From an optimization exercise on the open Yosys and OpenROAD flow, aimed at small area and a short achievable clock period; shortcuts taken in it are not production practice.
The RTL was checked by simulation tests, not by an equivalence proof against the original design.

==> flow/design.v (outline; a module is shown in full before it is edited, if it fits) <==
// module cordicsqrt: 1290 lines
module cordicsqrt (
    input [15:0] N,
    input clk, in_valid,
    output [15:0] sqrt,
    output out_valid
  );
  // ...
==> flow/flow/run.sh <==
#!/bin/bash
set -o pipefail
export SETUP_SLACK_MARGIN=${MARGIN:-6.9}
export CTS_ARGS="-sink_clustering_enable -repair_clock_nets -sink_clustering_size ${CSIZE:-20} -sink_clustering_max_diameter ${CDIAM:-80} -dont_use_dummy_load -buf_list {sky130_fd_sc_hd__clkbuf_16}"
bash standard.sh > standard.log 2>&1
==> flow/standard.sh <==
#!/bin/bash
# synth_recipe.tcl (not shown) runs the flow's synth.tcl, then flattens the netlist and writes it again
# the make line also repeats each setting of config.mk as NAME=value (left out here)
make -C /OpenROAD-flow-scripts/flow DESIGN_CONFIG=/design/flow/config.mk WORK_HOME=/design/flow/orfs CLKGATE_MAP_FILE= SYNTH_SCRIPT=/design/flow/synth_recipe.tcl "${@:-finish}"
==> flow/config.mk <==
export PLATFORM = sky130hd
export DESIGN_NAME = cordicsqrt
export DESIGN_NICKNAME = cordicsqrt
export VERILOG_FILES = /design/flow/design.v
export SDC_FILE = /design/flow/constraint.sdc
export NUM_CORES = 4
export LEC_CHECK = 0
export CAP_MARGIN = 10
export CORE_MARGIN = 2
export CORE_UTILIZATION = 60
export SLEW_MARGIN = 10
==> flow/constraint.sdc <==
create_clock -name core_clock -period 10.0 [get_ports {clk}]
set_input_delay 2.0000 -clock core_clock [delete_from_list [all_inputs] [get_ports {clk}]]
set_output_delay 2.0000 -clock core_clock [all_outputs]
set_load 0.01 [all_outputs]
==> run notes, run 1 <==
GR Layer Usage met2 43.3%; commonest cells after routing, fill and taps aside 734 x dfxtp_1, 565 x ha_1, 528 x inv_1, 352 x nor2_1, 327 x nand2_1; RePlAce Congestion 0.965; Root Buffer clkbuf_16; Initial Util 60.5%; fin util 65.0%; overall die height 280 um; Site Rows 101; max reg flops 30; Top Metal Used met5; Synth Instances 5,057; status finished clean; worst-case reg-to-reg path depth 14; top flop regs ps_fa_q19: 30 flops, ps_fb_q19: 29 flops; Seq/Total Area, Yosys 33.6%; Slowest cell on crit path dfxtp_4; WHS Path Cells 0; met1 wire length 46,900 um; Post-synth EDFFs 0; Min Hold Slack 287 ps; Post-Syn Area 45,900 sq um
==> inputs of run 2 (changes only) <==
==> flow/flow/run.sh (replaced) <==
#!/bin/bash
set -o pipefail
export SETUP_SLACK_MARGIN=${MARGIN:-7.1}
export CTS_ARGS="-sink_clustering_enable -repair_clock_nets -sink_clustering_size ${CSIZE:-30} -sink_clustering_max_diameter ${CDIAM:-100} -dont_use_dummy_load -buf_list {sky130_fd_sc_hd__clkbuf_16}"
bash standard.sh > standard.log 2>&1
--- a/flow/config.mk
+++ b/flow/config.mk
@@ -7,5 +7,5 @@
 export LEC_CHECK = 0
-export CAP_MARGIN = 10
+export CAP_MARGIN = 20
 export CORE_MARGIN = 2
 export CORE_UTILIZATION = 60
-export SLEW_MARGIN = 10
+export SLEW_MARGIN = 20
==> run notes, run 2 <==
largest net degree at the start of global routing 89; final max-slew violation count 0; Post-Syn Area 45,900 sq um (unchanged); vias in the first global route 34,189; skew final 54.3 ps; WP data required 10,530 ps; endpoints failing hold 0; RePlAce Congestion 0.999 (+3.5%); die area 78,700 sq um; post-synth top area share 33.6%; Detailed Route Iter0 Violations 2,658; Hold Path Class reg2reg; DR WL/cell 17.4 um; status finished clean; Max clock buf depth 3; drc violations 0; fmax 0.325 GHz; library cells used by synthesis 87; number of routed nets with antenna violations 0; worst-margin pin slew 1010 ps; Synth Flop Type dfxtp_1; Vias 35,454; Die X 280 um; Crit Path Max Fanout 3; Post-Syn Area per Cell 9.07 sq um; CTS Sinks 769; gr usage total 26.8%; core area 75,800 sq um; most common cell after layout, fill and taps aside dfxtp_1; router iterations before antenna repair 6; Slowest cell on crit path dfxtp_4; area occupied by registers 15,500 sq um; max reg flops 30 (unchanged); Post-synth EDFFs 0 (unchanged); Slew HR 32.8%; H-tree levels 2; Seq/Total Area, Yosys 33.6% (unchanged); commonest cells after routing, fill and taps aside 709 x dfxtp_1, 553 x ha_1, 511 x inv_1, 343 x nor2_1, 324 x nand2_1; crit-path leading delay family compound AO/OA/AOI/OAI gates; post-synth top area cell dfxtp_1; RSZ-0062 raised after global routing yes; Worst-path clk slew 110 ps; Site Rows 101 (unchanged); Via density 5.76; Crit Reg-Reg Startpoint d9_q14; Critical Path Max Stage Delay 380 ps; GRT Residual Overflow 0; top cells by area in the synthesized netlist dfxtp_1 34%, ha_1 16%, fa_1 6.8%, inv_1 4.4%, xnor2_1 4.3%; Top reg by flops ps_fa_q19; TritonCTS Buffers 36; Synthesized Nets 5,805; total routed wirelength 107,000 um; FFs w/ async S/R, synth 0%; hold_buf cts 0; most frequent cell after synthesis dfxtp_1; min-delay src tag_q5[0]; nets@finish 5,923; Tcrit/Tclk final 30.8%; Layout fillers 6,299; CP arrival 3610 ps; hpwl dp 78,000 um; area of the multi-input gates 29,100 sq um; clock latency on the worst-skew pair 610 ps; overall die height 280 um (unchanged); Yosys reg bits 769; first-pass GRT wire length 174,000 um; Root Buffer clkbuf_16; Synth Instances 5,057 (unchanged); sum of buffers and inverters on the critical path 0; Critical Path Source d9_q14; critical path cell sequence nor2b_4, ha_4, a21o_1, fa_2, a21o_1, a21oi_2, nor2_1, o21a_1, o21a_1, o21a_1, o21a_1, o31a_1, o31ai_2, xnor2_1; CTS tree done; synth warn 1; initial antenna violation count 4; most used cell, CP o21a_1; # port buffers 34; Worst Setup Start Kind register; Crit. End Element register; Setup Total Neg Slack 0 ps; Initial Util 60.5% (unchanged); top cells by count, synth 769 x dfxtp_1, 575 x ha_1, 533 x inv_1; top flop regs ps_fa_q19: 30 flops, ps_fb_q19: 29 flops; layout cells sized above 1 12.0%; max-cap violation count 0; I/O pin count 35; crit path kind reg2reg; Layout area overhead 10.9%; # setup viols final 0; post-layout minimum cycle time 3080 ps
run 2: final timing paths:
path | end | cells after the start | slack, ps
setup / recovery | ry10_q15[13] | 14 | 6920
hold / removal | tag_q6[0] | 0 | 290
setup reg to reg | ry10_q15[13] | 14 | 6920
hold reg to reg | tag_q6[0] | 0 | 290
run 2: layer usage:
metal | share of wire, % | wire [um] | up-vias | global-route usage [%]
met3 | 5.6 | 5960 | 221 | 3.21
met1 | 45 | 47800 | 16600 | 36.1
met5 | 0 | 0 | - | 0
met4 | 3.1 | 3320 | 0 | 8.32
li1 | - | - | 17603 | -
met2 | 47 | 50100 | 1030 | 45.0
run 2: area by class of cell:
cell class              instances  share of cell area [%]
multi-input cells            3590                    57.2
flip-flops and latches        769                    30.5
well taps                     978                    2.41
clock buffers                  36                    1.77
repair buffers                242                    3.99
inverters                     536                    4.07
diodes                          1                 0.00492
run 2: cells by family (layout without fill, tap and decap cells):
logic type / after synthesis / count (layout) / synth area share (%)
compound gates: 1224 / 1225 / 17.3
simple gates: 1191 / 1191 / 12.2
flops: 769 / 769 / 33.6
fa+ha+maj: 731 / 731 / 22.5
buf+inv: 699 / 814 / 5.74
xor+xnor: 399 / 399 / 7.62
mux: 43 / 43 / 1.07
other cells: 1 / 2 / 0.00818
run 2: repair_timing:
item | 4_1_cts | 5_1_grt
pin swaps | 99 | 131
gates resized for setup | 226 | 235
endpoints found under the setup margin | 141 | 150
setup buffers | 101 | 81
cloned | 0 | 1
run 2: metrics by stage:
step / area [sq um] / worst slack (ps) / utilization [%] / std cells / hold WS [ps]
5_1_grt: 50800 / 6770 / 67.1 / 6151 / 294
4_1_cts: 49400 / 6940 / 65.1 / 6069 / 295
3_3_place_gp: 47100 / 6470 / 62.2 / 5932 / 310
3_5_place_dp: 47100 / 6420 / 62.2 / 5932 / 312
6_report: 50800 / 6920 / 67.1 / 6152 / 294
2_1_floorplan: 46000 / 6720 / - / 5057 / 309
==> inputs of run 3 (changes only) <==
==> flow/flow/run.sh (replaced) <==
#!/bin/bash
set -o pipefail
export SETUP_SLACK_MARGIN=${MARGIN:-6.9}
export CTS_ARGS="-sink_clustering_enable -repair_clock_nets -sink_clustering_size ${CSIZE:-20} -sink_clustering_max_diameter ${CDIAM:-80} -dont_use_dummy_load -buf_list {sky130_fd_sc_hd__clkbuf_8}"
bash standard.sh > standard.log 2>&1
==> run notes, run 3 <==
status finished clean; worst-margin pin slew 1040 ps (+36.6 ps); Compound-Gate Fraction of Synth Area 17.3% (unchanged); Slew HR 30.4% (-2.4 points); CTS tree done; endpoints failing hold 0 (unchanged); WHS Path Cells 0 (unchanged); post-synth top area cell dfxtp_1; Crit. End Element primary output; hpwl dp 77,800 um (-0.24%); Top reg by flops ps_fa_q19; synth warn 1 (unchanged); Setup Total Neg Slack 0 ps (unchanged); crit path kind reg2out; Root Buffer clkbuf_8; Finished Cell Area 48,800 sq um (-4.0%); FFs w/ async S/R, synth 0% (unchanged); first-pass GRT wire length 170,000 um (-1.9%); critical path cell sequence buf_6; adder-cell share of the synthesized area 22.5% (unchanged); TritonCTS Buffers 48 (+33%); post-synthesis mux area share 1.07% (unchanged); post-synth top area share 33.6% (unchanged); vias in the first global route 33,380 (-2.4%); top cells by area in the synthesized netlist dfxtp_1 34%, ha_1 16%, fa_1 6.8%, inv_1 4.4%, xnor2_1 4.3%; most common cell after layout, fill and taps aside dfxtp_1; CP arrival 1150 ps (-2460 ps); Worst-path clk slew 110 ps (about the same); Layout area overhead 6.44%; Yosys reg bits 769 (unchanged); XOR/XNOR Fraction of Synth Area 7.62% (unchanged); DR WL/cell 17.2 um (-1.4%); simple logic cell fraction of the synthesized area 12.2% (unchanged); Site Rows 101 (unchanged); CTS Sinks 769 (unchanged); Post-Syn Area per Cell 9.07 sq um (unchanged); clock latency on the worst-skew pair 710 ps (+100 ps); skew final 90.1 ps (+35.8 ps); DP Area 47,100 sq um (-0.14%); RSZ-0062 raised after global routing yes; Post-Syn Area 45,900 sq um (unchanged); most frequent cell after synthesis dfxtp_1; total routed wirelength 104,000 um (-3.2%); Synthesized Nets 5,805 (unchanged); Slowest cell on crit path dfxtp_2; gr usage total 26.3% (-0.50 points); Seq/Total Area, Yosys 33.6% (unchanged); Synth Flop Type dfxtp_1; Via density 5.70 (-1.1%); Die X 280 um (unchanged); Worst Setup Start Kind register; drc violations 0 (unchanged); final max-slew violation count 0 (unchanged); WP data required 8000 ps (-2530 ps); overall die height 280 um (unchanged); Synth Instances 5,057 (unchanged); core area 75,800 sq um (unchanged); Tcrit/Tclk final 31.5% (+0.77 points); sum of buffers and inverters on the critical path 1 (+1); die area 78,700 sq um (unchanged); # setup viols final 0 (unchanged); Post-synth EDFFs 0 (unchanged); largest family of logic cells by synthesized area adder cells; max-cap violation count 0 (unchanged); commonest cells after routing, fill and taps aside 732 x dfxtp_1, 564 x ha_1, 530 x inv_1, 351 x nor2_1, 327 x nand2_1; Hold Path Class reg2reg; Vias 34,434 (-2.9%); top cells by count, synth 769 x dfxtp_1, 575 x ha_1, 533 x inv_1; top flop regs ps_fa_q19: 30 flops, ps_fb_q19: 29 flops; # port buffers 34 (unchanged); Detailed Route Iter0 Violations 2,501 (-5.9%); fmax 0.317 GHz (-2.4%); Max clock buf depth 3 (unchanged); library cells used by synthesis 87 (unchanged); Layout fillers 6,442 (+2.3%); initial antenna violation count 5 (+1); number of routed nets with antenna violations 0 (unchanged); flop2flop setup slack 6910 ps (about the same); worst-case reg-to-reg path depth 14 (unchanged); H-tree levels 2 (unchanged); GRT Residual Overflow 0 (unchanged); RePlAce Congestion 0.965 (-3.4%); largest net degree at the start of global routing 89 (unchanged); max reg flops 30 (unchanged); post-layout minimum cycle time 3150 ps (+76.9 ps); Initial Util 60.5% (unchanged); hold_buf cts 0 (unchanged); Crit Path Max Fanout 1 (-2); router iterations before antenna repair 6 (unchanged); layout cells sized above 1 7.11% (-4.9 points); Crit path depth 1 (-13); nets@finish 5,810 (-1.9%); Critical Path Max Stage Delay 340 ps (-40 ps); crit-path leading delay family flip-flops; I/O pin count 35 (unchanged)
[run 3: final timing paths]
path                    from      endpoint
hold / removal     tag_q2[1]     tag_q3[1]
hold reg to reg    tag_q2[1]     tag_q3[1]
setup reg to reg      d9_q14  ry10_q15[13]
setup / recovery  res_q20[6]       sqrt[6]
[run 3: per-layer routing]
metal	routed length, um	GRT usage [%]	share of wire [%]	vias up
li1	-	-	-	17343
met1	47200	35.8	45	15817
met2	47000	42.8	45	1014
met3	6020	3.86	5.8	256
met4	3570	8.90	3.4	4
met5	21	0	0.020	-
[run 3: cell type report]
class	instances	area, sq um	share of cell area [%]
timing repair buffer	118	975	2.00
multi-input combinational	3589	28500	58.3
tap	978	1220	2.51
sequential	769	15500	31.7
antenna	1	2.50	0.00513
clock buffer	48	661	1.35
inverter	536	2030	4.15
[run 3: kinds of logic after synthesis]
group	count (synthesis)
fa+ha+maj	731
buf+inv	699
mux	43
xor+xnor	399
simple gates	1191
other cells	1
compound gates	1224
flops	769
[run 3: worst register-to-register path, cell delays in order (launching register included)]
cell and delay (ps):
dfxtp_4 390, nor2b_4 160, ha_4 200, a21o_1 200, fa_2 350, a21o_1 170
a21oi_2 130, nor2_1 70, o21a_1 180, o21a_1 180, o21a_1 190, o21a_1 180
o31a_1 280, o31ai_2 220, xnor2_1 150
[run 3: per-stage QoR]
| step | cells | hold WS (ps) | setup WS (ps) | utilization, % |
|---|---|---|---|---|
| 6_report | 6039 | 267 | 6850 | 64.4 |
| 5_1_grt | 6039 | 263 | 6760 | 64.4 |
| 4_1_cts | 6008 | 269 | 6790 | 63.4 |
| 3_5_place_dp | 5934 | 312 | 6360 | 62.1 |
| 3_3_place_gp | 5934 | 310 | 6460 | 62.1 |
| 2_1_floorplan | 5057 | 309 | 6720 | - |
[run 3: what timing repair did]
action,in CTS,in global routing
gates resized for setup,119,135
pin swaps,16,51
gates cloned,0,0
endpoints found under the setup margin,118,86
hold endpoints to repair,0,0
buffers inserted,26,30

-- static timing again, ports no longer ideal --
How much do the figures lean on ideal ports? The routed layouts below were timed once more, with nothing changed but the port constraints.
Step 1 (the two cells are an assumption about what drives the block):
set clk [get_ports {clk}]
set_driving_cell -lib_cell sky130_fd_sc_hd__clkbuf_16 $clk
set_driving_cell -lib_cell sky130_fd_sc_hd__buf_2 [delete_from_list [all_inputs] $clk]
Step 2 times the ports against the registers' clock, not the clock port: input delays grow and output delays shrink by t, the midpoint of the rising clock arrivals with the driver on.
Slacks: ideal / step 1 / step 2; pairs: ideal / step 1.
run | shift t [ns] | slack for setup (ns) | hold slack, ns | worst slew at a driven data input, ns
run 1 | 0.669 | 6.909 / 6.861 / 6.909 | 0.287 / 0.287 / 0.287 | 0.05
run 2 | 0.653 | 6.923 / 6.903 / 6.923 | 0.294 / 0.294 / 0.294 | 0.04
run 3 | 0.728 | 6.846 / 6.783 / 6.905 | 0.267 / 0.267 / 0.267 | 0.05
After both steps every run listed still meets setup and hold.
